This design comes from an exercise in tuning for small area and a short achievable clock period on the open sky130 flow, not from production work.
RTL that was checked went through simulation tests only; none was proved equivalent to the original.
Only the layout flow was run in runs 6 and 7; the RTL was not checked for function there.

`config.mk`:
```
export PLATFORM = sky130hd
export DESIGN_NAME = hsv2rgb_pipe
export DESIGN_NICKNAME = hsv2rgb_pipe
export VERILOG_FILES = /design/flow/design.v
export SDC_FILE = /design/flow/constraint.sdc
export NUM_CORES = 4
export LEC_CHECK = 0
export CAP_MARGIN = 20
export CORE_MARGIN = 2
export CORE_UTILIZATION = 40
export SLEW_MARGIN = 20
export SYNTH_HIERARCHICAL = 1
export SYNTH_MINIMUM_KEEP_SIZE = 0
```
`constraint.sdc`:
```
create_clock -name core_clock -period 15.0 [get_ports {clk}]
set_input_delay 3.0000 -clock core_clock [delete_from_list [all_inputs] [get_ports {clk}]]
set_output_delay 3.0000 -clock core_clock [all_outputs]
set_load 0.01 [all_outputs]
```
`design.v`:
```
module hsv_mulh (input [7:0] a, input [7:0] b, output [7:0] y);
    wire pp0_0 = a[0] & b[0];
    wire pp0_1 = a[0] & b[1];
    wire pp0_2 = a[0] & b[2];
    wire pp0_3 = a[0] & b[3];
    wire pp0_4 = a[0] & b[4];
    wire pp0_5 = a[0] & b[5];
    wire pp0_6 = a[0] & b[6];
    wire pp0_7 = a[0] & b[7];
    wire pp1_0 = a[1] & b[0];
    wire pp1_1 = a[1] & b[1];
    wire pp1_2 = a[1] & b[2];
    wire pp1_3 = a[1] & b[3];
    wire pp1_4 = a[1] & b[4];
    wire pp1_5 = a[1] & b[5];
    wire pp1_6 = a[1] & b[6];
    wire pp1_7 = a[1] & b[7];
    wire pp2_0 = a[2] & b[0];
    wire pp2_1 = a[2] & b[1];
    wire pp2_2 = a[2] & b[2];
    wire pp2_3 = a[2] & b[3];
    wire pp2_4 = a[2] & b[4];
    wire pp2_5 = a[2] & b[5];
    wire pp2_6 = a[2] & b[6];
    wire pp2_7 = a[2] & b[7];
    wire pp3_0 = a[3] & b[0];
    wire pp3_1 = a[3] & b[1];
    wire pp3_2 = a[3] & b[2];
    wire pp3_3 = a[3] & b[3];
    wire pp3_4 = a[3] & b[4];
    wire pp3_5 = a[3] & b[5];
    wire pp3_6 = a[3] & b[6];
    wire pp3_7 = a[3] & b[7];
    wire pp4_0 = a[4] & b[0];
    wire pp4_1 = a[4] & b[1];
    wire pp4_2 = a[4] & b[2];
    wire pp4_3 = a[4] & b[3];
    wire pp4_4 = a[4] & b[4];
    wire pp4_5 = a[4] & b[5];
    wire pp4_6 = a[4] & b[6];
    wire pp4_7 = a[4] & b[7];
    wire pp5_0 = a[5] & b[0];
    wire pp5_1 = a[5] & b[1];
    wire pp5_2 = a[5] & b[2];
    wire pp5_3 = a[5] & b[3];
    wire pp5_4 = a[5] & b[4];
    wire pp5_5 = a[5] & b[5];
    wire pp5_6 = a[5] & b[6];
    wire pp5_7 = a[5] & b[7];
    wire pp6_0 = a[6] & b[0];
    wire pp6_1 = a[6] & b[1];
    wire pp6_2 = a[6] & b[2];
    wire pp6_3 = a[6] & b[3];
    wire pp6_4 = a[6] & b[4];
    wire pp6_5 = a[6] & b[5];
    wire pp6_6 = a[6] & b[6];
    wire pp6_7 = a[6] & b[7];
    wire pp7_0 = a[7] & b[0];
    wire pp7_1 = a[7] & b[1];
    wire pp7_2 = a[7] & b[2];
    wire pp7_3 = a[7] & b[3];
    wire pp7_4 = a[7] & b[4];
    wire pp7_5 = a[7] & b[5];
    wire pp7_6 = a[7] & b[6];
    wire pp7_7 = a[7] & b[7];
    wire t1, t2;
    hsv_ha ht1 (.a(pp0_6), .b(pp1_5), .s(t1), .co(t2));
    wire t3, t4;
    hsv_fa ft3 (.a(pp0_7), .b(pp1_6), .c(pp2_5), .s(t3), .co(t4));
    wire t5, t6;
    hsv_ha ht5 (.a(pp3_4), .b(pp4_3), .s(t5), .co(t6));
    wire t7, t8;
    hsv_fa ft7 (.a(pp1_7), .b(pp2_6), .c(pp3_5), .s(t7), .co(t8));
    wire t9, t10;
    hsv_ha ht9 (.a(pp4_4), .b(pp5_3), .s(t9), .co(t10));
    wire t11, t12;
    hsv_fa ft11 (.a(pp2_7), .b(pp3_6), .c(pp4_5), .s(t11), .co(t12));
    wire t13, t14;
    hsv_ha ht13 (.a(pp0_4), .b(pp1_3), .s(t13), .co(t14));
    wire t15, t16;
    hsv_fa ft15 (.a(pp0_5), .b(pp1_4), .c(pp2_3), .s(t15), .co(t16));
    wire t17, t18;
    hsv_ha ht17 (.a(pp3_2), .b(pp4_1), .s(t17), .co(t18));
    wire t19, t20;
    hsv_fa ft19 (.a(t1), .b(pp2_4), .c(pp3_3), .s(t19), .co(t20));
    wire t21, t22;
    hsv_fa ft21 (.a(pp4_2), .b(pp5_1), .c(pp6_0), .s(t21), .co(t22));
    wire t23, t24;
    hsv_fa ft23 (.a(t2), .b(t3), .c(t5), .s(t23), .co(t24));
    wire t25, t26;
    hsv_fa ft25 (.a(pp5_2), .b(pp6_1), .c(pp7_0), .s(t25), .co(t26));
    wire t27, t28;
    hsv_fa ft27 (.a(t4), .b(t6), .c(t7), .s(t27), .co(t28));
    wire t29, t30;
    hsv_fa ft29 (.a(t9), .b(pp6_2), .c(pp7_1), .s(t29), .co(t30));
    wire t31, t32;
    hsv_fa ft31 (.a(t8), .b(t10), .c(t11), .s(t31), .co(t32));
    wire t33, t34;
    hsv_fa ft33 (.a(pp5_4), .b(pp6_3), .c(pp7_2), .s(t33), .co(t34));
    wire t35, t36;
    hsv_fa ft35 (.a(t12), .b(pp3_7), .c(pp4_6), .s(t35), .co(t36));
    wire t37, t38;
    hsv_fa ft37 (.a(pp5_5), .b(pp6_4), .c(pp7_3), .s(t37), .co(t38));
    wire t39, t40;
    hsv_fa ft39 (.a(pp4_7), .b(pp5_6), .c(pp6_5), .s(t39), .co(t40));
    wire t41, t42;
    hsv_ha ht41 (.a(pp0_3), .b(pp1_2), .s(t41), .co(t42));
    wire t43, t44;
    hsv_fa ft43 (.a(t13), .b(pp2_2), .c(pp3_1), .s(t43), .co(t44));
    wire t45, t46;
    hsv_fa ft45 (.a(t14), .b(t15), .c(t17), .s(t45), .co(t46));
    wire t47, t48;
    hsv_fa ft47 (.a(t16), .b(t18), .c(t19), .s(t47), .co(t48));
    wire t49, t50;
    hsv_fa ft49 (.a(t20), .b(t22), .c(t23), .s(t49), .co(t50));
    wire t51, t52;
    hsv_fa ft51 (.a(t24), .b(t26), .c(t27), .s(t51), .co(t52));
    wire t53, t54;
    hsv_fa ft53 (.a(t28), .b(t30), .c(t31), .s(t53), .co(t54));
    wire t55, t56;
    hsv_fa ft55 (.a(t32), .b(t34), .c(t35), .s(t55), .co(t56));
    wire t57, t58;
    hsv_fa ft57 (.a(t36), .b(t38), .c(t39), .s(t57), .co(t58));
    wire t59, t60;
    hsv_fa ft59 (.a(t40), .b(pp5_7), .c(pp6_6), .s(t59), .co(t60));
    wire t61, t62;
    hsv_ha ht61 (.a(pp0_2), .b(pp1_1), .s(t61), .co(t62));
    wire t63, t64;
    hsv_fa ft63 (.a(t41), .b(pp2_1), .c(pp3_0), .s(t63), .co(t64));
    wire t65, t66;
    hsv_fa ft65 (.a(t42), .b(t43), .c(pp4_0), .s(t65), .co(t66));
    wire t67, t68;
    hsv_fa ft67 (.a(t44), .b(t45), .c(pp5_0), .s(t67), .co(t68));
    wire t69, t70;
    hsv_fa ft69 (.a(t46), .b(t47), .c(t21), .s(t69), .co(t70));
    wire t71, t72;
    hsv_fa ft71 (.a(t48), .b(t49), .c(t25), .s(t71), .co(t72));
    wire t73, t74;
    hsv_fa ft73 (.a(t50), .b(t51), .c(t29), .s(t73), .co(t74));
    wire t75, t76;
    hsv_fa ft75 (.a(t52), .b(t53), .c(t33), .s(t75), .co(t76));
    wire t77, t78;
    hsv_fa ft77 (.a(t54), .b(t55), .c(t37), .s(t77), .co(t78));
    wire t79, t80;
    hsv_fa ft79 (.a(t56), .b(t57), .c(pp7_4), .s(t79), .co(t80));
    wire t81, t82;
    hsv_fa ft81 (.a(t58), .b(t59), .c(pp7_5), .s(t81), .co(t82));
    wire t83, t84;
    hsv_fa ft83 (.a(t60), .b(pp6_7), .c(pp7_6), .s(t83), .co(t84));
    wire [15:0] ra = {1'b0, t84, t82, t80, t78, t76, t74, t72, t70, t68, t66, t64, t62, t61, pp0_1, pp0_0};
    wire [15:0] rb = {1'b0, pp7_7, t83, t81, t79, t77, t75, t73, t71, t69, t67, t65, t63, pp2_0, pp1_0, 1'b0};
    wire [15:0] sum = ra + rb;
    assign y = sum[15:8];
endmodule
module hsv_fa (input a, input b, input c, output s, output co);
    assign s = a ^ b ^ c;
    assign co = (a & b) | (c & (a ^ b));
endmodule
module hsv_ha (input a, input b, output s, output co);
    assign s = a ^ b;
    assign co = a & b;
endmodule
module hsv_hue (input [7:0] h, input [7:0] s, output [2:0] sel, output [7:0] x);
    wire [2:0] region = (h >= 8'd215) ? 3'd5 : (h >= 8'd172) ? 3'd4 :
                        (h >= 8'd129) ? 3'd3 : (h >= 8'd86) ? 3'd2 :
                        (h >= 8'd43) ? 3'd1 : 3'd0;
    wire [6:0] h3 = h[6:0] + {h[5:0], 1'b0};
    wire [6:0] k3 = h3 - {4'd0, region};
    wire even = ~region[0];
    assign x = {k3 ^ {7{even}}, even};
    assign sel = (s == 8'd0) ? 3'd7 : region;
endmodule
module hsv2rgb_pipe (
        input clk,
        input rst_n,
        input in_valid,
        input [7:0] h,
        input [7:0] s,
        input [7:0] v,
        output reg out_valid,
        output reg [7:0] r,
        output reg [7:0] g,
        output reg [7:0] b
    );
    reg vld0, vld1;
    wire [2:0] sel_c;
    wire [7:0] x_c;
    hsv_hue hue (.h(h), .s(s), .sel(sel_c), .x(x_c));
    reg [2:0] sel0;
    reg [7:0] x0, s0, v0;
    wire [7:0] u_c, p_c;
    hsv_mulh mu (.a(s0), .b(x0), .y(u_c));
    hsv_mulh mp (.a(v0), .b(~s0), .y(p_c));
    reg [2:0] sel1;
    reg [7:0] nu1, p1, v1;
    wire [7:0] w_c;
    hsv_mulh mw (.a(v1), .b(nu1), .y(w_c));
    reg [23:0] o;
    always @* begin
        case (sel1)
            3'd0: o = {v1, w_c, p1};
            3'd1: o = {w_c, v1, p1};
            3'd2: o = {p1, v1, w_c};
            3'd3: o = {p1, w_c, v1};
            3'd4: o = {w_c, p1, v1};
            3'd5: o = {v1, p1, w_c};
            default: o = {v1, v1, v1};
        endcase
    end
    always @(posedge clk or negedge rst_n) begin
        if (!rst_n) begin
            vld0 <= 1'b0;
            vld1 <= 1'b0;
            out_valid <= 1'b0;
        end else begin
            vld0 <= in_valid;
            vld1 <= vld0;
            out_valid <= vld1;
        end
    end
    always @(posedge clk) begin
        sel0 <= sel_c;
        x0 <= x_c;
        s0 <= s;
        v0 <= v;
        sel1 <= sel0;
        nu1 <= ~u_c;
        p1 <= p_c;
        v1 <= v0;
        {r, g, b} <= o;
    end
endmodule
```
`run.sh`:
```
#!/bin/bash
# synth_recipe.tcl (not shown) runs the flow's synth.tcl, then flattens the netlist and writes it again
# the make line also repeats each setting of config.mk as NAME=value (left out here)
make -C /OpenROAD-flow-scripts/flow DESIGN_CONFIG=/design/flow/config.mk WORK_HOME=/design/flow/orfs CLKGATE_MAP_FILE= SYNTH_SCRIPT=/design/flow/synth_recipe.tcl finish
```
==> reports/metrics.cfg, run 1 <==
[cts]
cts_hold_buf=0
h-tree-depth=3
clockRootBuffer=clkbuf_16
clockBufferDepth=2
cts.reportedPaths.clkPinSlew_ns=0.07
post_cts_resized=0
post-cts-setup-buffers=0
clk_latency_ns=0.35
cts_inserted_buffers=9
cts_tree=done
numClockSinks=81

[yosys]
seq_area_frac_synth_pct=18.9
ys_types=50
yosysWarnings=7
synthFlopType=dfxtp_1
synth_fp_nets=1056
syn_avg_cell_area_um2=10.3
netlist_area_mm2=0.00866
syn_inst=843
synthArstFlopShare_pct=3.70
synth_edf_count=0
ys_seq_elements=81

[hold_path]
min_from=sel0[2]
min_delay_worst_endpoint=sel1[2]
hold_depth=0
min_path_type=reg -> reg

[die]
dieWidth_um=151
rows=53
fp.coreArea_mm2=0.0212
floorplan.die_area_mm2=0.0228
die_h_um=151
start_util_pct=40.9
io_pins=52

[timing]
setup_viol=0
min_period_over_period_pct=42.8
fmax_ghz=0.156
worstMarginPinSlew_ns=0.693
tns_ns=0
rsz0062_at_grt=false
final_max_slew_viol_count=0
slew_headroom_pct=53.8
hold_viol=0
min_period_ns=6.42
skew_ns=0.0102

[placement]
port_buffers=51
post-dp-hpwl_um=14400
gp_congestion=0.816
dp_cells=1150
placed_area_mm2=0.00936

[setup_path]
crit_path_max_fanout=10
reg2regPathDepth=13
r2r_end=r[5]
cp-start-kind=primary input
r2r_start=v1[2]
r2r_slack_ns=9.89
end_kind=register
crit_arrival_ns=6.64
worstPathRequired_ns=15.22
crit_type=in -> reg

[grt]
first_global_vias=6251
overflow=0
grt_start_max_net_pins=47
antenna_found_initial=0
track_usage_pct=17.4
grt_pass1_wl_um=31500

[drt]
wire_per_inst_um=15.8
postRouteAntennaNets=0
drtIter0Drc=281
vias_per_cell=5.21
dr_total_vias=6077
drc_errors=0
routed_wl_um=18400
dr.pass1.iters=4

[run_status]
outcome=complete, no violations

[final_layout]
regArea_mm2=0.00164
utilization_pct=45.7
multi_input_area_mm2=0.00671
n_fill_cell=2000
final_cells=1166
nets=1099
mostFrequentLayoutCells=165 x and2_1, 108 x fa_1, 78 x ha_1, 78 x dfxtp_1, 51 x clkdlybuf4s50_1
area_delta_synth_final_pct=11.7
layout_commonest_cell=and2_1
final_area_mm2=0.00967
drive_gt1_share_pct=9.32
insertedDiodeCount=0

[run]
cap_viol_max_count=0

-- state kept, by name, indices dropped and copies added, names as in the netlist, 8 cells and up --
name and cells:
b 8, g 8, nu1 8, p1 8, r 8, s0 8
v0 8, v1 8, x0 8
-- cell usage after synthesis, types with 9 or more instances --
| library cell | count | area [um^2] |
|---|---|---|
| a21o_1 | 19 | 143 |
| nand2_1 | 36 | 135 |
| nand2b_1 | 13 | 81.3 |
| dfxtp_1 | 78 | 1560 |
| ha_1 | 78 | 976 |
| inv_1 | 36 | 135 |
| nor2_1 | 29 | 109 |
| nor2b_1 | 13 | 81.3 |
| xor2_1 | 17 | 149 |
| xnor2_1 | 10 | 87.6 |
| o32ai_1 | 9 | 78.8 |
| a211oi_2 | 15 | 188 |
| o21ai_0 | 10 | 50.1 |
| and2_1 | 165 | 1030 |
| a21oi_1 | 27 | 135 |
| and2_2 | 18 | 135 |
| fa_1 | 108 | 2160 |
| buf_6 | 9 | 101 |
| a211oi_1 | 22 | 165 |
-- cell type report --
| class | instances | area share (%) |
|---|---|---|
| Multi-Input combinational cell | 703 | 69.4 |
| Sequential cell | 81 | 16.9 |
| Timing Repair Buffer | 54 | 5.51 |
| Tap cell | 275 | 3.56 |
| Clock buffer | 9 | 2.33 |
| Inverter | 37 | 1.44 |
| Clock inverter | 7 | 0.880 |
-- modules after synthesis, one instance, submodules excluded --
module	flops+latches	cells inside	area (um^2)
hsv2rgb_pipe	81	253	2870
hsv_fa	0	1	20.0
hsv_ha	0	1	12.5
hsv_hue	0	83	698
hsv_mulh	0	127	910
-- through the flow --
stage / worst slack (ns) / hold WS, ns
after CTS: 8.54 / 0.334
after floorplan: 9.35 / 0.310
after global placement: 8.25 / 0.314
final: 8.58 / 0.334
after detailed placement: 8.17 / 0.318
after global routing: 8.25 / 0.347
-- critical path, stage by stage --
cell and delay, ns:
clkdlybuf4s50_1 0.55, inv_1 0.13, ha_1 0.19, a211oi_1 0.29
nor2_1 0.08, nor3_1 0.21, a22o_1 0.63, ha_1 0.26
inv_1 0.04, ha_1 0.20, fa_1 0.40, a21o_1 0.19
a21oi_1 0.18, xnor2_1 0.19, xnor2_2 0.08
-- routing by layer --
layer,up-vias,part of all wire [%],GRT usage [%]
li1,2974,-,-
met1,3006,49,24.1
met2,84,47,28.5
met3,13,3.1,2.89
met4,0,1.0,4.11
met5,-,0,0
-- worst max path at each step --
stage	startpoint	end	cells past startpoint
after global placement	h[3]	x0[6]	15
after global routing	h[3]	x0[6]	15
after detailed placement	h[3]	x0[6]	15
after CTS	h[3]	x0[6]	15
final	h[3]	x0[6]	15
after floorplan	h[3]	x0[6]	13
-- kinds of logic after synthesis --
| group | after synthesis | share of synthesized area (%) |
|---|---|---|
| buffers and inverters | 59 | 3.61 |
| adders and majority gates | 186 | 36.2 |
| muxes | 8 | 0.925 |
| AOI/OAI and AO/OA | 148 | 14.0 |
| and+or+nand+nor | 328 | 22.5 |
| DFF | 81 | 18.9 |
| xor gates and xnor gates | 33 | 3.86 |
==> run 2: changes to the inputs <==
--- a/config.mk
+++ b/config.mk
@@ -10,4 +10,2 @@
 export CORE_UTILIZATION = 40
 export SLEW_MARGIN = 20
-export SYNTH_HIERARCHICAL = 1
-export SYNTH_MINIMUM_KEEP_SIZE = 0
==> reports/metrics.cfg, run 2 <==
[setup_path]
cp-start-kind=primary input
crit_type=in -> reg
worstPathRequired_ns=15.27
cpMostUsedCell=nor2_1
crit_path_max_fanout=5
crit_chain=clkdlybuf4s50_1 > inv_1 > ha_1 > nand2_1 > nand2_1 > a21oi_1 > nor2_1 > o21a_1 > fa_1 > inv_1 > ha_1 > fa_1 > a21oi_1 > nor2_1 > nor2_1 > xor2_1 > xnor2_1
cp_top_family=adder cells
critical-path-max-stage-delay_ns=0.53
cp.buffers_inverters=3
cp_slowest_cell=clkdlybuf4s50_1
crit_arrival_ns=6.16
end_kind=register

[yosys]
netlist_area_mm2=0.00839
synthTopCellsByArea=fa_1 26%, dfxtp_1 19%, ha_1 12%, inv_1 8.1%, nand2_1 4.9%
synth_fp_nets=1181
ys_types=58
synthTopCellsByCount=182 x inv_1, 109 x nand2_1, 108 x fa_1, 78 x dfxtp_1, 78 x ha_1
seq_area_frac_synth_pct=19.5
synthArstFlopShare_pct=3.70
synth_edf_count=0
syn_avg_cell_area_um2=8.67
yosys.area.top_type=fa_1
synthFlopType=dfxtp_1
yosysMostFrequentCell=inv_1
synth_top_area_share_pct=25.8
yosysWarnings=1
syn_inst=968
ys_seq_elements=81

[grt]
track_usage_pct=17.6
antenna_found_initial=0
grt_pass1_wl_um=31400
grt_start_max_net_pins=50
first_global_vias=6609
overflow=0

[timing]
fmax_ghz=0.170
skew_ns=0.0114
hold_viol=0
min_period_ns=5.89
slew_headroom_pct=53.8
layout_setup_ws_ns=9.11
rsz0062_at_grt=false
min_period_over_period_pct=39.3
final_max_slew_viol_count=0
worstMarginPinSlew_ns=0.691
setup_viol=0
tns_ns=0

[die]
rows=52
fp.coreArea_mm2=0.0204
io_pins=52
die_h_um=149
dieWidth_um=149
start_util_pct=41.1
floorplan.die_area_mm2=0.0222

[cts]
post-cts-setup-buffers=0
cts_hold_buf=0
clockBufferDepth=2
h-tree-depth=3
numClockSinks=81
cts_tree=done
post_cts_resized=0
cts.reportedPaths.clkPinSlew_ns=0.05
cts_inserted_buffers=9
clk_latency_ns=0.34
clockRootBuffer=clkbuf_16

[drt]
drtIter0Drc=315
dr_total_vias=6330
routed_wl_um=17800
vias_per_cell=4.96
postRouteAntennaNets=0
dr.pass1.iters=5
wire_per_inst_um=13.9
drc_errors=0

[run]
cap_viol_max_count=0

[placement]
post-dp-hpwl_um=13900
placed_area_mm2=0.00915
port_buffers=51
gp_congestion=0.809
pre_cts_ws_ns=8.75

[final_layout]
drive_gt1_share_pct=2.98
layout_commonest_cell=inv_1
insertedDiodeCount=0
final_area_mm2=0.00944
area_delta_synth_final_pct=12.5
mostFrequentLayoutCells=182 x inv_1, 109 x nand2_1, 108 x fa_1, 78 x ha_1, 78 x dfxtp_1
nets=1215

[run_status]
outcome=complete, no violations

[hold_path]
min_path_type=reg -> reg

-- run 2: final timing paths --
check | slack, ns | end | startpoint | cells past startpoint
max | 9.11 | x0[6] | h[3] | 17
min | 0.33 | sel1[0] | sel0[0] | 0
max reg2reg | 9.72 | b[7] | v1[1] | 16
min reg2reg | 0.33 | sel1[0] | sel0[0] | 0
max in group asynchronous | 12.03 | out_valid | rst_n | 1
min in group asynchronous | 2.83 | vld1 | rst_n | 1
-- run 2: cell type report --
class,instances,area (um^2)
fill,2076,11000
sequential,81,1640
inverter,182,683
clock inverter,4,35.0
tap,270,338
multi-input combinational,672,5950
clock buffer,12,256
timing repair buffer,56,548
-- run 2: stage by stage --
step,hold WS [ns],cells,utilization (%)
3_3_place_gp,0.315,1261,44.8
6_report,0.326,1277,46.2
5_1_grt,0.327,1277,46.2
4_1_cts,0.327,1277,46.2
3_5_place_dp,0.314,1261,44.8
2_1_floorplan,0.310,968,-
-- run 2: per-layer routing --
metal / track usage [%] / wire length, um / vias to the layer above
li1: - / - / 3120
met1: 23.2 / 8260 / 3076
met2: 30.2 / 8550 / 122
met3: 3.30 / 849 / 12
met4: 3.86 / 148 / 0
met5: 0 / 0 / -
-- run 2: cells by family after synthesis --
logic type | after synthesis | synth area share, %
xor+xnor | 28 | 3.01
mux | 3 | 0.358
compound gates | 157 | 12.3
fa+ha+maj | 186 | 37.4
simple gates | 298 | 17.8
flops | 81 | 19.5
buf+inv | 215 | 9.65
==> run 3: changes to the inputs <==
==> flow/run.sh (new file) <==
#!/bin/bash
# The standard layout, with plain buffers on the ports instead of the
# delay buffers buffer_ports picks by default.
set -euo pipefail
export BUFFER_PORTS_ARGS="-buffer_cell sky130_fd_sc_hd__buf_2"
bash standard.sh > standard.log 2>&1
==> standard.sh (new file) <==
#!/bin/bash
# synth_recipe.tcl (not shown) runs the flow's synth.tcl, then flattens the netlist and writes it again
# the make line also repeats each setting of config.mk as NAME=value (left out here)
make -C /OpenROAD-flow-scripts/flow DESIGN_CONFIG=/design/flow/config.mk WORK_HOME=/design/flow/orfs CLKGATE_MAP_FILE= SYNTH_SCRIPT=/design/flow/synth_recipe.tcl "${@:-finish}"
removed: run.sh
==> reports/metrics.cfg, run 3 <==
[cts]
post_cts_resized=0
clk_latency_ns=0.34
post-cts-setup-buffers=0
cts_tree=done
clockRootBuffer=clkbuf_16
cts_hold_buf=0
numClockSinks=81
h-tree-depth=3
cts.reportedPaths.clkPinSlew_ns=0.06
clockBufferDepth=2
cts_inserted_buffers=9

[yosys]
synth_fp_nets=1181
syn_avg_cell_area_um2=8.67
synthTopCellsByCount=182 x inv_1, 109 x nand2_1, 108 x fa_1, 78 x dfxtp_1, 78 x ha_1
synthArstFlopShare_pct=3.70
ys_types=58
yosysWarnings=1
synthTopCellsByArea=fa_1 26%, dfxtp_1 19%, ha_1 12%, inv_1 8.1%, nand2_1 4.9%
netlist_area_mm2=0.00839
yosys.area.top_type=fa_1
synth_edf_count=0
seq_area_frac_synth_pct=19.5
synth_top_area_share_pct=25.8
synthFlopType=dfxtp_1
syn_inst=968
ys_seq_elements=81
yosysMostFrequentCell=inv_1

[setup_path]
worstPathRequired_ns=15.27
crit_type=in -> reg
r2r_end=r[6]
end_kind=register
crit_end=x0[6]
crit_arrival_ns=5.76
r2r_slack_ns=9.76
cp-start-kind=primary input
critPathLaunch=h[3]
reg2regPathDepth=16
r2r_start=v1[0]
crit_path_max_fanout=5

[die]
fp.coreArea_mm2=0.0204
start_util_pct=41.1
die_h_um=149
dieWidth_um=149
rows=52
floorplan.die_area_mm2=0.0222
io_pins=52

[timing]
rsz0062_at_grt=false
hold_viol=0
slew_headroom_pct=48.9
min_period_ns=5.49
skew_ns=0.0107
min_period_over_period_pct=36.6
final_max_slew_viol_count=0
tns_ns=0
hold_ws_ns=0.334
worstMarginPinSlew_ns=0.763
fmax_ghz=0.182
setup_viol=0
layout_setup_ws_ns=9.51

[drt]
postRouteAntennaNets=0
routed_wl_um=17600
wire_per_inst_um=13.8
drc_errors=0
vias_per_cell=4.90
dr.pass1.iters=4
dr_total_vias=6254
drtIter0Drc=310

[final_layout]
drive_gt1_share_pct=7.94
layout_commonest_cell=inv_1
insertedDiodeCount=0
nets=1215
mostFrequentLayoutCells=182 x inv_1, 109 x nand2_1, 108 x fa_1, 78 x ha_1, 78 x dfxtp_1
area_delta_synth_final_pct=9.36

[run]
cap_viol_max_count=0

[grt]
overflow=0
antenna_found_initial=0
grt_start_max_net_pins=50
grt_pass1_wl_um=30500
first_global_vias=6318
track_usage_pct=17.1

[placement]
port_buffers=51
post-dp-hpwl_um=13700
gp_congestion=0.828
pre_cts_ws_ns=9.14

[hold_path]
min_path_type=reg -> reg

[run_status]
outcome=complete, no violations

## run 3: critical path, cell delays in order
cell,delay [ns]
buf_2,0.12
inv_1,0.10
ha_1,0.20
nand2_1,0.08
nand2_1,0.06
a21oi_1,0.14
nor2_1,0.07
o21a_1,0.20
fa_1,0.48
inv_1,0.04
ha_1,0.21
fa_1,0.41
a21oi_1,0.17
nor2_1,0.05
nor2_1,0.11
xor2_1,0.18
xnor2_1,0.13
## run 3: layout make-up
type                       instances  area (um^2)
clock buffer                      12          246
clock inverter                     4         35.0
fill                            2051        11300
inverter                         182          683
multi-input combinational        672         5950
sequential                        81         1640
tap                              270          338
timing repair buffer              56          293
## run 3: routing by layer
layer | vias to the layer above | global-route usage [%] | part of all wire, %
li1 | 3126 | - | -
met1 | 2997 | 23.6 | 47
met2 | 118 | 28.3 | 46
met3 | 13 | 2.94 | 4.8
met4 | 0 | 4.14 | 1.2
met5 | - | 0 | 0
## run 3: kinds of logic after synthesis
| logic type | share of synthesized area [%] |
|---|---|
| simple gates | 17.8 |
| buf+inv | 9.65 |
| fa+ha+maj | 37.4 |
| compound gates | 12.3 |
| flops | 19.5 |
| xor+xnor | 3.01 |
| mux | 0.358 |
## run 3: through the flow
stage | std cells | area, um^2 | util [%]
final | 1277 | 9180 | 44.9
after global routing | 1277 | 9180 | 44.9
after CTS | 1277 | 9180 | 44.9
after detailed placement | 1261 | 8900 | 43.6
after global placement | 1261 | 8900 | 43.6
after floorplan | 968 | 8390 | -
## run 3: worst min path at each step
stage	from	to	slack [ns]	cells after the start
3_5_place_dp	sel0[0]	sel1[0]	0.32	0
2_1_floorplan	sel0[0]	sel1[0]	0.31	0
6_report	sel0[1]	sel1[1]	0.33	0
3_3_place_gp	sel0[0]	sel1[0]	0.32	0
5_1_grt	sel0[1]	sel1[1]	0.35	0
4_1_cts	sel0[0]	sel1[0]	0.34	0
==> run 4: changes to the inputs <==
==> flow/run.sh (replaced) <==
#!/bin/bash
# The standard layout, with plain buffers on the ports, and timing repair
# aiming for setup slack of 11 ns at the design's clock period.
set -euo pipefail
export BUFFER_PORTS_ARGS="-buffer_cell sky130_fd_sc_hd__buf_2"
bash standard.sh SETUP_SLACK_MARGIN=11 finish > standard.log 2>&1
==> reports/metrics.cfg, run 4 <==
[yosys]
ys_seq_elements=81
synthTopCellsByArea=fa_1 26%, dfxtp_1 19%, ha_1 12%, inv_1 8.1%, nand2_1 4.9%
syn_avg_cell_area_um2=8.67
ys_types=58
synthTopCellsByCount=182 x inv_1, 109 x nand2_1, 108 x fa_1, 78 x dfxtp_1, 78 x ha_1
synth_edf_count=0
yosysWarnings=1
synthArstFlopShare_pct=3.70
netlist_area_mm2=0.00839
seq_area_frac_synth_pct=19.5
syn_inst=968
yosys.area.top_type=fa_1
synth_fp_nets=1181
synthFlopType=dfxtp_1
yosysMostFrequentCell=inv_1
synth_top_area_share_pct=25.8

[timing]
rsz0062_at_grt=true
hold_viol=0
fmax_ghz=0.194
min_period_over_period_pct=34.3
worstMarginPinSlew_ns=0.700
skew_ns=0.0144
setup_viol=0
slew_headroom_pct=53.2
tns_ns=0
final_max_slew_viol_count=0
layout_setup_ws_ns=9.85
min_period_ns=5.15

[die]
rows=52
die_h_um=149
start_util_pct=41.1
floorplan.die_area_mm2=0.0222
fp.coreArea_mm2=0.0204
io_pins=52
dieWidth_um=149

[setup_path]
crit_path_max_fanout=2
crit_type=in -> reg
worstPathRequired_ns=15.28
crit_arrival_ns=5.42
end_kind=register
cp-start-kind=primary input

[placement]
port_buffers=51
gp_congestion=0.821
post-dp-hpwl_um=14000
placed_area_mm2=0.00915
pre_cts_ws_ns=9.01

[run_status]
outcome=complete, no violations

[final_layout]
layout_commonest_cell=inv_1
drive_gt1_share_pct=21.3
mostFrequentLayoutCells=171 x inv_1, 107 x fa_1, 104 x nand2_1, 61 x ha_1, 59 x and2_1
area_delta_synth_final_pct=21.0
insertedDiodeCount=0
final_area_mm2=0.0102
nets=1258
n_fill_cell=1988

[grt]
grt_start_max_net_pins=50
track_usage_pct=18.4
antenna_found_initial=0
first_global_vias=6802
overflow=0
grt_pass1_wl_um=32600

[drt]
wire_per_inst_um=14.5
dr.pass1.iters=4
routed_wl_um=19100
vias_per_cell=4.96
drtIter0Drc=261
drc_errors=0
dr_total_vias=6551
postRouteAntennaNets=0

[cts]
clk_latency_ns=0.35
clockBufferDepth=2
cts_tree=done
h-tree-depth=3
cts.reportedPaths.clkPinSlew_ns=0.06
numClockSinks=81
clockRootBuffer=clkbuf_16
cts_hold_buf=0
cts_inserted_buffers=9

[hold_path]
min_path_type=reg -> reg

[run]
cap_viol_max_count=0

-- run 4: final timing paths --
kind | startpoint | to | slack, ns | cells past startpoint
setup / recovery | h[3] | x0[6] | 9.85 | 17
hold / removal | sel0[1] | sel1[1] | 0.33 | 0
setup reg to reg | nu1[5] | r[6] | 10.25 | 16
hold reg to reg | sel0[1] | sel1[1] | 0.33 | 0
max in group asynchronous | rst_n | out_valid | 12.46 | 1
min in group asynchronous | rst_n | vld0 | 2.43 | 1
-- run 4: area by class of cell --
class / instances / area [um^2] / area share [%]
Multi-Input combinational cell: 672 / 6430 / 63.3
Sequential cell: 81 / 1710 / 16.8
Inverter: 182 / 717 / 7.06
Timing Repair Buffer: 99 / 694 / 6.84
Tap cell: 270 / 338 / 3.33
Clock buffer: 11 / 233 / 2.29
Clock inverter: 5 / 40.0 / 0.394
-- run 4: timing repair --
action	CTS	global route
endpoints found under the setup margin	47	45
pin swaps	36	27
buffers inserted	30	15
gates resized for setup	73	36
-- run 4: kinds of logic (layout without fill, tap and decap cells) --
group	count (synthesis)	in the layout	share of synthesized area, %
buf+inv	215	297	9.65
flops	81	81	19.5
mux	3	3	0.358
xor+xnor	28	28	3.01
simple gates	298	298	17.8
compound gates	157	157	12.3
fa+ha+maj	186	186	37.4
-- run 4: worst max-delay path: stages --
cell	delay, ns
buf_12	0.09
inv_12	0.03
ha_4	0.15
nand2_4	0.05
nand2_2	0.05
a21oi_2	0.13
nor2_2	0.05
o21a_1	0.21
fa_1	0.50
inv_2	0.05
ha_4	0.15
fa_2	0.35
a21oi_2	0.13
nor2_1	0.04
nor2_1	0.13
xor2_1	0.17
xnor2_1	0.13
-- run 4: per-stage QoR --
step	util, %	instances	hold slack (ns)
CTS	48.4	1305	0.336
detailed placement	44.8	1259	0.312
global route	49.7	1320	0.339
finish	49.7	1320	0.334
floorplan	-	968	0.310
global placement	44.8	1259	0.315
-- run 4: layer usage --
layer  wire [um]  track usage [%]  vias up
met1        8790             24.2     3205
met2        9360             31.9      112
li1            -                -     3213
met3         646             2.78       21
met5           0                0        -
met4         309             4.90        0
==> run 5: changes to the inputs <==
==> flow/run.sh (replaced) <==
#!/bin/bash
# The standard layout, with plain buffers on the ports, and timing repair
# aiming for setup slack of 10 ns at the design's clock period.
set -euo pipefail
export BUFFER_PORTS_ARGS="-buffer_cell sky130_fd_sc_hd__buf_2"
bash standard.sh SETUP_SLACK_MARGIN=10 finish > standard.log 2>&1
==> reports/metrics.cfg, run 5 <==
[run_status]
outcome=complete, no violations

[setup_path]
cp-start-kind=primary input
r2r_start=v1[2]
crit_arrival_ns=5.42
crit_type=in -> reg
reg2regPathDepth=16
r2r_end=b[6]
crit_path_max_fanout=4
r2r_slack_ns=10.00
end_kind=register
worstPathRequired_ns=15.23

[timing]
final_max_slew_viol_count=0
worstMarginPinSlew_ns=0.746
min_period_ns=5.19
hold_viol=0
min_period_over_period_pct=34.6
tns_ns=0
skew_ns=0.0137
rsz0062_at_grt=true
setup_viol=0
fmax_ghz=0.193
slew_headroom_pct=50.1

[yosys]
synthTopCellsByCount=182 x inv_1, 109 x nand2_1, 108 x fa_1, 78 x dfxtp_1, 78 x ha_1
synthFlopType=dfxtp_1
syn_inst=968
netlist_area_mm2=0.00839
synth_top_area_share_pct=25.8
yosysMostFrequentCell=inv_1
syn_avg_cell_area_um2=8.67
synth_edf_count=0
ys_types=58
yosys.area.top_type=fa_1
yosysWarnings=1
synthArstFlopShare_pct=3.70
synthTopCellsByArea=fa_1 26%, dfxtp_1 19%, ha_1 12%, inv_1 8.1%, nand2_1 4.9%
ys_seq_elements=81
seq_area_frac_synth_pct=19.5
synth_fp_nets=1181

[cts]
clk_latency_ns=0.35
numClockSinks=81
cts_tree=done
cts_hold_buf=0
h-tree-depth=3
clockRootBuffer=clkbuf_16
cts.reportedPaths.clkPinSlew_ns=0.07
clockBufferDepth=2
cts_inserted_buffers=9

[grt]
grt_pass1_wl_um=31500
grt_start_max_net_pins=50
track_usage_pct=17.6
first_global_vias=6594
overflow=0
antenna_found_initial=0

[final_layout]
mostFrequentLayoutCells=177 x inv_1, 106 x nand2_1, 106 x fa_1, 74 x ha_1, 70 x dfxtp_1
layout_commonest_cell=inv_1
nets=1225
final_cells=1286
final_area_mm2=0.00944
area_delta_synth_final_pct=12.5
insertedDiodeCount=0
drive_gt1_share_pct=12.7
n_fill_cell=2018

[placement]
gp_congestion=0.812
placed_area_mm2=0.00893
port_buffers=51
post-dp-hpwl_um=13800
dp_cells=1260

[hold_path]
min_path_type=reg -> reg
hold_depth=0
min_delay_worst_endpoint=sel1[1]
min_from=sel0[1]

[die]
dieWidth_um=149
start_util_pct=41.1
fp.coreArea_mm2=0.0204
rows=52
floorplan.die_area_mm2=0.0222
die_h_um=149
io_pins=52

[drt]
routed_wl_um=18200
wire_per_inst_um=14.1
dr_total_vias=6370
vias_per_cell=4.95
met1_length_um=8710
drtIter0Drc=385
routed.top_layer=met4
postRouteAntennaNets=0
wl_met3_um=748
dr.pass1.iters=6
drc_errors=0
route.met2.wl_um=8600

[run]
cap_viol_max_count=0

run 5: worst max-delay path by stage:
| stage | start | slack, ns | depth (start not counted) | to |
|---|---|---|---|---|
| final | h[3] | 9.81 | 17 | x0[6] |
| after global routing | h[3] | 9.72 | 17 | x0[6] |
| after detailed placement | h[2] | 8.93 | 17 | x0[6] |
| after CTS | h[3] | 9.85 | 17 | x0[6] |
| after global placement | h[2] | 9.02 | 17 | x0[6] |
| after floorplan | h[3] | 9.67 | 16 | x0[6] |
run 5: cells by family (layout without fill, tap and decap cells):
| logic type | after synthesis | after routing | share of synthesized area [%] |
|---|---|---|---|
| adder cells (fa/ha/maj) | 186 | 186 | 37.4 |
| multiplexers | 3 | 3 | 0.358 |
| flip-flops | 81 | 81 | 19.5 |
| XOR/XNOR | 28 | 28 | 3.01 |
| AND/OR/NAND/NOR | 298 | 298 | 17.8 |
| buffers and inverters | 215 | 263 | 9.65 |
| AO/OA/AOI/OAI | 157 | 157 | 12.3 |
run 5: timing repair:
item	4_1_cts	5_1_grt
setup buffers	8	3
setup endpoints to repair	24	23
gates resized for setup	23	22
pin swaps	14	10
run 5: metrics by stage:
step	hold slack [ns]	setup slack, ns	utilization [%]
finish	0.331	9.81	46.2
global route	0.338	9.72	46.2
floorplan	0.310	9.67	-
detailed placement	0.316	8.93	43.7
CTS	0.332	9.85	45.6
global placement	0.314	9.02	43.7
run 5: final cells by class:
cell class              instances  area [um^2]  area share [%]
well taps                     270          338            3.58
multi-input cells             672         6080            64.4
clock buffers                   9          225            2.39
inverters                     182          698            7.40
flip-flops and latches         81         1660            17.5
repair buffers                 66          395            4.19
clock inverters                 6         45.0           0.477
run 5: routing by layer:
metal | vias to the layer above | global-route usage [%]
met2 | 133 | 29.8
met5 | - | 0
li1 | 3143 | -
met4 | 0 | 3.86
met3 | 12 | 3.12
met1 | 3082 | 23.7
run 5: critical path, stage by stage:
cell	delay, ns
buf_12	0.10
inv_12	0.03
ha_4	0.14
nand2_2	0.06
nand2_2	0.07
a21oi_2	0.14
nor2_2	0.05
o21a_1	0.21
fa_1	0.49
inv_2	0.05
ha_4	0.15
fa_2	0.36
a21oi_2	0.12
nor2_1	0.05
nor2_1	0.13
xor2_1	0.19
xnor2_1	0.09
==> run 6: changes to the inputs <==
--- a/design.v
+++ b/design.v
@@ -161,13 +161,15 @@
     assign co = a & b;
 endmodule
-module hsv_hue (input [7:0] h, input [7:0] s, output [2:0] sel, output [7:0] x);
+module hsv_hue0 (input [7:0] h, input [7:0] s, output [2:0] sel, output [6:0] h3);
     wire [2:0] region = (h >= 8'd215) ? 3'd5 : (h >= 8'd172) ? 3'd4 :
                         (h >= 8'd129) ? 3'd3 : (h >= 8'd86) ? 3'd2 :
                         (h >= 8'd43) ? 3'd1 : 3'd0;
-    wire [6:0] h3 = h[6:0] + {h[5:0], 1'b0};
-    wire [6:0] k3 = h3 - {4'd0, region};
-    wire even = ~region[0];
+    assign h3 = h[6:0] + {h[5:0], 1'b0};
+    assign sel = (s == 8'd0) ? 3'd7 : region;
+endmodule
+module hsv_hue1 (input [6:0] h3, input [2:0] sel, output [7:0] x);
+    wire [6:0] k3 = h3 - {4'd0, sel};
+    wire even = ~sel[0];
     assign x = {k3 ^ {7{even}}, even};
-    assign sel = (s == 8'd0) ? 3'd7 : region;
 endmodule
 module hsv2rgb_pipe (
@@ -185,10 +187,13 @@
     reg vld0, vld1;
     wire [2:0] sel_c;
+    wire [6:0] h3_c;
+    hsv_hue0 hue0 (.h(h), .s(s), .sel(sel_c), .h3(h3_c));
+    reg [2:0] sel0;
+    reg [6:0] h30;
+    reg [7:0] s0, v0;
     wire [7:0] x_c;
-    hsv_hue hue (.h(h), .s(s), .sel(sel_c), .x(x_c));
-    reg [2:0] sel0;
-    reg [7:0] x0, s0, v0;
+    hsv_hue1 hue1 (.h3(h30), .sel(sel0), .x(x_c));
     wire [7:0] u_c, p_c;
-    hsv_mulh mu (.a(s0), .b(x0), .y(u_c));
+    hsv_mulh mu (.a(s0), .b(x_c), .y(u_c));
     hsv_mulh mp (.a(v0), .b(~s0), .y(p_c));
     reg [2:0] sel1;
@@ -221,5 +226,5 @@
     always @(posedge clk) begin
         sel0 <= sel_c;
-        x0 <= x_c;
+        h30 <= h3_c;
         s0 <= s;
         v0 <= v;
==> flow/run.sh (replaced) <==
#!/bin/bash
# The standard layout, with plain buffers on the ports instead of the
# delay buffers buffer_ports picks by default.
set -euo pipefail
export BUFFER_PORTS_ARGS="-buffer_cell sky130_fd_sc_hd__buf_2"
bash standard.sh > standard.log 2>&1
==> reports/metrics.cfg, run 6 <==
[timing]
min_period_over_period_pct=40.9
slew_headroom_pct=48.1
final_max_slew_viol_count=0
rsz0062_at_grt=false
setup_viol=0
hold_ws_ns=0.350
tns_ns=0
min_period_ns=6.14
fmax_ghz=0.163
skew_ns=0.00859
hold_viol=0
layout_setup_ws_ns=8.86
worstMarginPinSlew_ns=0.772

[yosys]
synth_top_family_by_area=adder cells
yosysMostFrequentCell=inv_1
synth_edf_count=0
synth_fp_nets=1169
synth_mux_area_share_pct=0.605
synth_xor_xnor_area_share_pct=3.49
syn_avg_cell_area_um2=8.89
synth_adder_area_share_pct=37.2
synthTopCellsByCount=175 x inv_1, 107 x fa_1, 98 x nand2_1, 81 x ha_1, 77 x dfxtp_1
synthArstFlopShare_pct=3.75
synthTopCellsByArea=fa_1 25%, dfxtp_1 18%, ha_1 12%, inv_1 7.7%, nand2_1 4.3%
synth_top_area_share_pct=25.2
yosys.area.top_type=fa_1
netlist_area_mm2=0.00849
synth_compound_area_share_pct=13.2
ys_seq_elements=80
seq_area_frac_synth_pct=19.1
yosysWarnings=1
syn_inst=954
ys_types=63
synthSimpleGateAreaFrac_pct=17.3
synthFlopType=dfxtp_1

[cts]
cts_inserted_buffers=9
cts.reportedPaths.clkPinSlew_ns=0.07
cts_hold_buf=0
post_cts_resized=0
numClockSinks=80
h-tree-depth=3
clockRootBuffer=clkbuf_16
clockBufferDepth=2
clk_latency_ns=0.34
cts_tree=done
post-cts-setup-buffers=0

[setup_path]
cp_slowest_cell=dfxtp_1
crit_cells=22
cp_top_family=adder cells
crit_path_max_fanout=16
cp-start-kind=register
crit_arrival_ns=6.37
reg2regPathDepth=22
cpMostUsedCell=fa_1
crit_chain=ha_1 > inv_1 > fa_1 > a211o_1 > nor3_1 > xnor2_1 > nand2_1 > fa_1 > inv_1 > fa_1 > fa_1 > inv_1 > fa_1 > inv_1 > ha_1 > a21o_1 > a21oi_1 > nor2b_1 > a211oi_2 > a21oi_1 > a21o_1 > xnor2_1
end_kind=register
critical-path-max-stage-delay_ns=0.70
crit_type=reg -> reg
worstPathRequired_ns=15.23
cp.buffers_inverters=4

[run]
cap_viol_max_count=0

[grt]
grt_start_max_net_pins=39
met2_usage_pct=29.1
grt-busiest-layer=met2
antenna_found_initial=0
met3_usage_pct=3.23
grt_pass1_wl_um=31500
first_global_vias=6437
track_usage_pct=17.6
overflow=0
gr-usage-met1_pct=23.5

[run_status]
outcome=complete, no violations

[drt]
postRouteAntennaNets=0
vias_per_cell=4.99
wire_per_inst_um=14.4
dr_total_vias=6326
dr.pass1.iters=7
drc_errors=0
drtIter0Drc=313
routed_wl_um=18300

[final_layout]
layout_commonest_cell=inv_1
final_cells=1268
final_area_mm2=0.00930
n_fill_cell=2069
nets=1203
utilization_pct=44.5
insertedDiodeCount=0
mostFrequentLayoutCells=175 x inv_1, 107 x fa_1, 98 x nand2_1, 81 x ha_1, 77 x dfxtp_1
area_delta_synth_final_pct=9.54
drive_gt1_share_pct=8.66

[hold_path]
hold_depth=0
min_path_type=reg -> reg

[die]
start_util_pct=40.6
dieWidth_um=150
floorplan.die_area_mm2=0.0224
rows=53
fp.coreArea_mm2=0.0209
io_pins=52
die_h_um=150

[placement]
port_buffers=51
placed_area_mm2=0.00899
dp_cells=1252
gp_congestion=0.790
post-dp-hpwl_um=14300
pre_cts_ws_ns=8.82

[run 6: cell count changes after synthesis, moves of 5 or more]
| cell | change |
|---|---|
| and2_1 | -17 |
| o21ai_0 | -20 |
| o21a_1 | -5 |
| a21o_1 | +12 |
| nand2_1 | -11 |
| nor2b_1 | +11 |
| a221o_1 | +5 |
| inv_1 | -7 |
| nor2_1 | -13 |
| nand2b_1 | +5 |
[run 6: routing by layer]
layer	wire [um]	part of all wire [%]	vias up
met3	825	4.5	18
li1	-	-	3110
met5	0	0	-
met2	8310	45	146
met4	394	2.2	0
met1	8740	48	3052
[run 6: final timing paths]
kind                       slack [ns]   endpoint     from
max                              8.86     nu1[6]  sel0[0]
max reg2reg                      8.86     nu1[6]  sel0[0]
min in group asynchronous        2.44  out_valid    rst_n
max in group asynchronous       12.46       vld1    rst_n
min reg2reg                      0.35    sel1[2]  sel0[2]
min                              0.35    sel1[2]  sel0[2]
[run 6: logic make-up (layout without fill, tap and decap cells)]
group,Yosys count,in the layout
compound gates,159,159
xor+xnor,33,33
fa+ha+maj,188,188
buf+inv,207,246
flops,80,80
mux,5,5
simple gates,282,282
[run 6: cell type report]
cell class                      count  area [um^2]  area share, %
Multi-Input combinational cell    667         6090           65.5
Clock buffer                        9          225           2.42
Inverter                          176          661           7.11
Clock inverter                      7         82.6          0.888
Tap cell                          275          344           3.70
Timing Repair Buffer               54          278           2.99
Sequential cell                    80         1620           17.4
==> run 7: changes to the inputs <==
--- a/design.v
+++ b/design.v
@@ -161,15 +161,13 @@
     assign co = a & b;
 endmodule
-module hsv_hue0 (input [7:0] h, input [7:0] s, output [2:0] sel, output [6:0] h3);
+module hsv_hue (input [7:0] h, input [7:0] s, output [2:0] sel, output [7:0] x);
     wire [2:0] region = (h >= 8'd215) ? 3'd5 : (h >= 8'd172) ? 3'd4 :
                         (h >= 8'd129) ? 3'd3 : (h >= 8'd86) ? 3'd2 :
                         (h >= 8'd43) ? 3'd1 : 3'd0;
-    assign h3 = h[6:0] + {h[5:0], 1'b0};
+    wire [6:0] h3 = h[6:0] + {h[5:0], 1'b0};
+    wire [6:0] k3 = h3 - {4'd0, region};
+    wire even = ~region[0];
+    assign x = {k3 ^ {7{even}}, even};
     assign sel = (s == 8'd0) ? 3'd7 : region;
-endmodule
-module hsv_hue1 (input [6:0] h3, input [2:0] sel, output [7:0] x);
-    wire [6:0] k3 = h3 - {4'd0, sel};
-    wire even = ~sel[0];
-    assign x = {k3 ^ {7{even}}, even};
 endmodule
 module hsv2rgb_pipe (
@@ -185,53 +183,62 @@
         output reg [7:0] b
     );
-    reg vld0, vld1;
+    reg vld0, vld1, vld2;
+    reg [7:0] h0, s0, v0;
     wire [2:0] sel_c;
-    wire [6:0] h3_c;
-    hsv_hue0 hue0 (.h(h), .s(s), .sel(sel_c), .h3(h3_c));
-    reg [2:0] sel0;
-    reg [6:0] h30;
-    reg [7:0] s0, v0;
     wire [7:0] x_c;
-    hsv_hue1 hue1 (.h3(h30), .sel(sel0), .x(x_c));
+    hsv_hue hue (.h(h0), .s(s0), .sel(sel_c), .x(x_c));
+    reg [2:0] sel1;
+    reg [7:0] x1, s1, v1;
     wire [7:0] u_c, p_c;
-    hsv_mulh mu (.a(s0), .b(x_c), .y(u_c));
-    hsv_mulh mp (.a(v0), .b(~s0), .y(p_c));
-    reg [2:0] sel1;
-    reg [7:0] nu1, p1, v1;
+    hsv_mulh mu (.a(s1), .b(x1), .y(u_c));
+    hsv_mulh mp (.a(v1), .b(~s1), .y(p_c));
+    reg [2:0] sel2;
+    reg [7:0] nu2, p2, v2;
     wire [7:0] w_c;
-    hsv_mulh mw (.a(v1), .b(nu1), .y(w_c));
-    reg [23:0] o;
+    hsv_mulh mw (.a(v2), .b(nu2), .y(w_c));
+    reg [2:0] wsel;
+    reg [2:0] vsel;
     always @* begin
-        case (sel1)
-            3'd0: o = {v1, w_c, p1};
-            3'd1: o = {w_c, v1, p1};
-            3'd2: o = {p1, v1, w_c};
-            3'd3: o = {p1, w_c, v1};
-            3'd4: o = {w_c, p1, v1};
-            3'd5: o = {v1, p1, w_c};
-            default: o = {v1, v1, v1};
+        case (sel2)
+            3'd0: begin wsel = 3'b010; vsel = 3'b100; end
+            3'd1: begin wsel = 3'b100; vsel = 3'b010; end
+            3'd2: begin wsel = 3'b001; vsel = 3'b010; end
+            3'd3: begin wsel = 3'b010; vsel = 3'b001; end
+            3'd4: begin wsel = 3'b100; vsel = 3'b001; end
+            3'd5: begin wsel = 3'b001; vsel = 3'b100; end
+            default: begin wsel = 3'b000; vsel = 3'b111; end
         endcase
     end
+    wire [7:0] r_n = vsel[2] ? v2 : p2;
+    wire [7:0] g_n = vsel[1] ? v2 : p2;
+    wire [7:0] b_n = vsel[0] ? v2 : p2;
     always @(posedge clk or negedge rst_n) begin
         if (!rst_n) begin
             vld0 <= 1'b0;
             vld1 <= 1'b0;
+            vld2 <= 1'b0;
             out_valid <= 1'b0;
         end else begin
             vld0 <= in_valid;
             vld1 <= vld0;
-            out_valid <= vld1;
+            vld2 <= vld1;
+            out_valid <= vld2;
         end
     end
     always @(posedge clk) begin
-        sel0 <= sel_c;
-        h30 <= h3_c;
+        h0 <= h;
         s0 <= s;
         v0 <= v;
-        sel1 <= sel0;
-        nu1 <= ~u_c;
-        p1 <= p_c;
+        sel1 <= sel_c;
+        x1 <= x_c;
+        s1 <= s0;
         v1 <= v0;
-        {r, g, b} <= o;
+        sel2 <= sel1;
+        nu2 <= ~u_c;
+        p2 <= p_c;
+        v2 <= v1;
+        r <= wsel[2] ? w_c : r_n;
+        g <= wsel[1] ? w_c : g_n;
+        b <= wsel[0] ? w_c : b_n;
     end
 endmodule
==> reports/metrics.cfg, run 7 <==
[run_status]
outcome=complete, no violations

[timing]
min_period_over_period_pct=30.7
fmax_ghz=0.217
setup_viol=0
rsz0062_at_grt=false
layout_setup_ws_ns=10.39
tns_ns=0
skew_ns=0.00797
final_max_slew_viol_count=0
slew_headroom_pct=28.9
min_period_ns=4.61
worstMarginPinSlew_ns=1.06
hold_viol=0

[cts]
clk_latency_ns=0.35
cts_tree=done
post-cts-setup-buffers=0
cts_hold_buf=0
h-tree-depth=3
clockBufferDepth=2
numClockSinks=106
cts_inserted_buffers=9
clockRootBuffer=clkbuf_16
cts.reportedPaths.clkPinSlew_ns=0.07
post_cts_resized=0

[setup_path]
worstPathRequired_ns=15.28
crit_arrival_ns=4.88
crit_path_max_fanout=16
cp-start-kind=register
crit_type=reg -> reg
end_kind=register

[die]
die_h_um=153
dieWidth_um=153
start_util_pct=40.6
io_pins=52
fp.coreArea_mm2=0.0218
rows=54
floorplan.die_area_mm2=0.0234

[yosys]
synthTopCellsByArea=fa_1 24%, dfxtp_1 23%, ha_1 11%, inv_1 9.2%, nand2_1 4.4%
synth_mux_area_share_pct=0.903
synthTopCellsByCount=217 x inv_1, 108 x fa_1, 105 x nand2_1, 102 x dfxtp_1, 78 x ha_1
synth_compound_area_share_pct=9.23
synth_top_family_by_area=adder cells
synth_fp_nets=1202
synth_adder_area_share_pct=35.4
synth_top_area_share_pct=24.4
yosys.area.top_type=fa_1
ys_seq_elements=106
synth_edf_count=0
synthFlopType=dfxtp_1
ys_types=54
yosysMostFrequentCell=inv_1
seq_area_frac_synth_pct=24.2
synthArstFlopShare_pct=3.77
syn_inst=989
yosysWarnings=1
synth_xor_xnor_area_share_pct=2.77
synthSimpleGateAreaFrac_pct=17.4
netlist_area_mm2=0.00887
syn_avg_cell_area_um2=8.97

[hold_path]
min_path_type=reg -> reg

[final_layout]
area_delta_synth_final_pct=9.17
layout_commonest_cell=inv_1
mostFrequentLayoutCells=217 x inv_1, 108 x fa_1, 105 x nand2_1, 102 x dfxtp_1, 78 x ha_1
drive_gt1_share_pct=7.16
final_area_mm2=0.00968
insertedDiodeCount=0
nets=1241

[grt]
first_global_vias=6395
antenna_found_initial=0
overflow=0
grt_pass1_wl_um=30900
track_usage_pct=16.0
grt_start_max_net_pins=19

[drt]
postRouteAntennaNets=0
vias_per_cell=4.80
drc_errors=0
wire_per_inst_um=13.8
routed_wl_um=18100
dr.pass1.iters=7
drtIter0Drc=302
dr_total_vias=6301

[placement]
port_buffers=51
post-dp-hpwl_um=14500
placed_area_mm2=0.00939
gp_congestion=0.848
pre_cts_ws_ns=10.39

[run]
cap_viol_max_count=0

-- run 7: final timing paths --
path                            start      to  slack [ns]  cells after the start
worst min-delay path            v0[6]   v1[6]        0.33                      0
worst max register to register  s1[4]  nu2[7]       10.39                     16
max in group asynchronous       rst_n    vld0       12.45                      1
worst min register to register  v0[6]   v1[6]        0.33                      0
min in group asynchronous       rst_n    vld1        2.44                      1
worst max-delay path            s1[4]  nu2[7]       10.39                     16
-- run 7: through the flow --
| stage | util (%) | instances | hold WS, ns |
|---|---|---|---|
| 6_report | 44.4 | 1313 | 0.327 |
| 5_1_grt | 44.4 | 1313 | 0.338 |
| 4_1_cts | 44.4 | 1313 | 0.327 |
| 3_5_place_dp | 43.0 | 1297 | 0.314 |
| 3_3_place_gp | 43.0 | 1297 | 0.311 |
| 2_1_floorplan | - | 989 | 0.310 |
-- run 7: final cells by class --
class                      instances  area [um^2]
fill                            2167        12100
multi-input combinational        642         5820
sequential                       106         2140
inverter                         217          815
tap                              280          350
timing repair buffer              52          263
clock buffer                      10          239
clock inverter                     6         51.3
-- run 7: kinds of logic (layout without fill, tap and decap cells) --
group	Yosys count	in the layout
AOI/OAI and AO/OA	125	125
xor gates and xnor gates	28	28
adders and majority gates	186	186
buffers and inverters	241	285
DFF	106	106
muxes	8	8
and+or+nand+nor	295	295
-- run 7: critical path: stages (launching register included) --
cell	delay, ns
dfxtp_1	0.54
and2_1	0.27
fa_1	0.48
inv_1	0.05
fa_1	0.48
inv_1	0.05
fa_1	0.47
inv_1	0.05
fa_1	0.49
inv_1	0.05
ha_1	0.34
a21oi_1	0.15
o21ai_0	0.12
a21oi_1	0.20
o211ai_2	0.18
a2111o_1	0.44
a31oi_1	0.15
-- run 7: routing by layer --
| metal | up-vias | wire, um | GRT usage (%) | part of all wire (%) |
|---|---|---|---|---|
| met1 | 3044 | 8940 | 22.3 | 49 |
| met4 | 0 | 255 | 3.88 | 1.4 |
| li1 | 3130 | - | - | - |
| met3 | 18 | 571 | 2.24 | 3.2 |
| met5 | - | 0 | 0 | 0 |
| met2 | 109 | 8340 | 26.6 | 46 |

-- separate check: timing with driven ports --
In the flow no input, the clock included, has a driving cell. The finished layouts below were timed again as built, in two steps.
Step 1 sets driving cells, clkbuf_16 on the clock port and buf_2 on the other inputs (assumed; they add their load-dependent delay and slew).
Step 2 times the ports against the registers' clock, not the clock port: input delays grow and output delays shrink by t, the midpoint of the rising clock arrivals with the driver on.
a / b / c = ideal ports / drivers / drivers and shift; a / b = the first two.
run | shift t [ns] | setup WS [ns] | worst setup path at the end | clock arrival spread, ns
run 1 | 0.391 | 8.577 / 8.597 / 8.206 | input to register | 0.010 / 0.010
run 2 | 0.380 | 9.108 / 9.128 / 8.748 | input to register | 0.012 / 0.012
run 3 | 0.383 | 9.513 / 9.539 / 9.156 | input to register | 0.012 / 0.013
run 4 | 0.391 | 9.854 / 9.831 / 9.440 | input to register | 0.015 / 0.015
run 5 | 0.384 | 9.807 / 9.791 / 9.407 | input to register | 0.014 / 0.014
run 6 | 0.388 | 8.859 / 8.859 / 8.859 | register to register | 0.009 / 0.009
run 7 | 0.387 | 10.394 / 10.394 / 10.394 | register to register | 0.008 / 0.009
After both steps setup and hold are still met in every run listed. The setup slack of run 4, which loses most, moves by -0.023 ns with the drivers and by -0.414 ns with both steps.
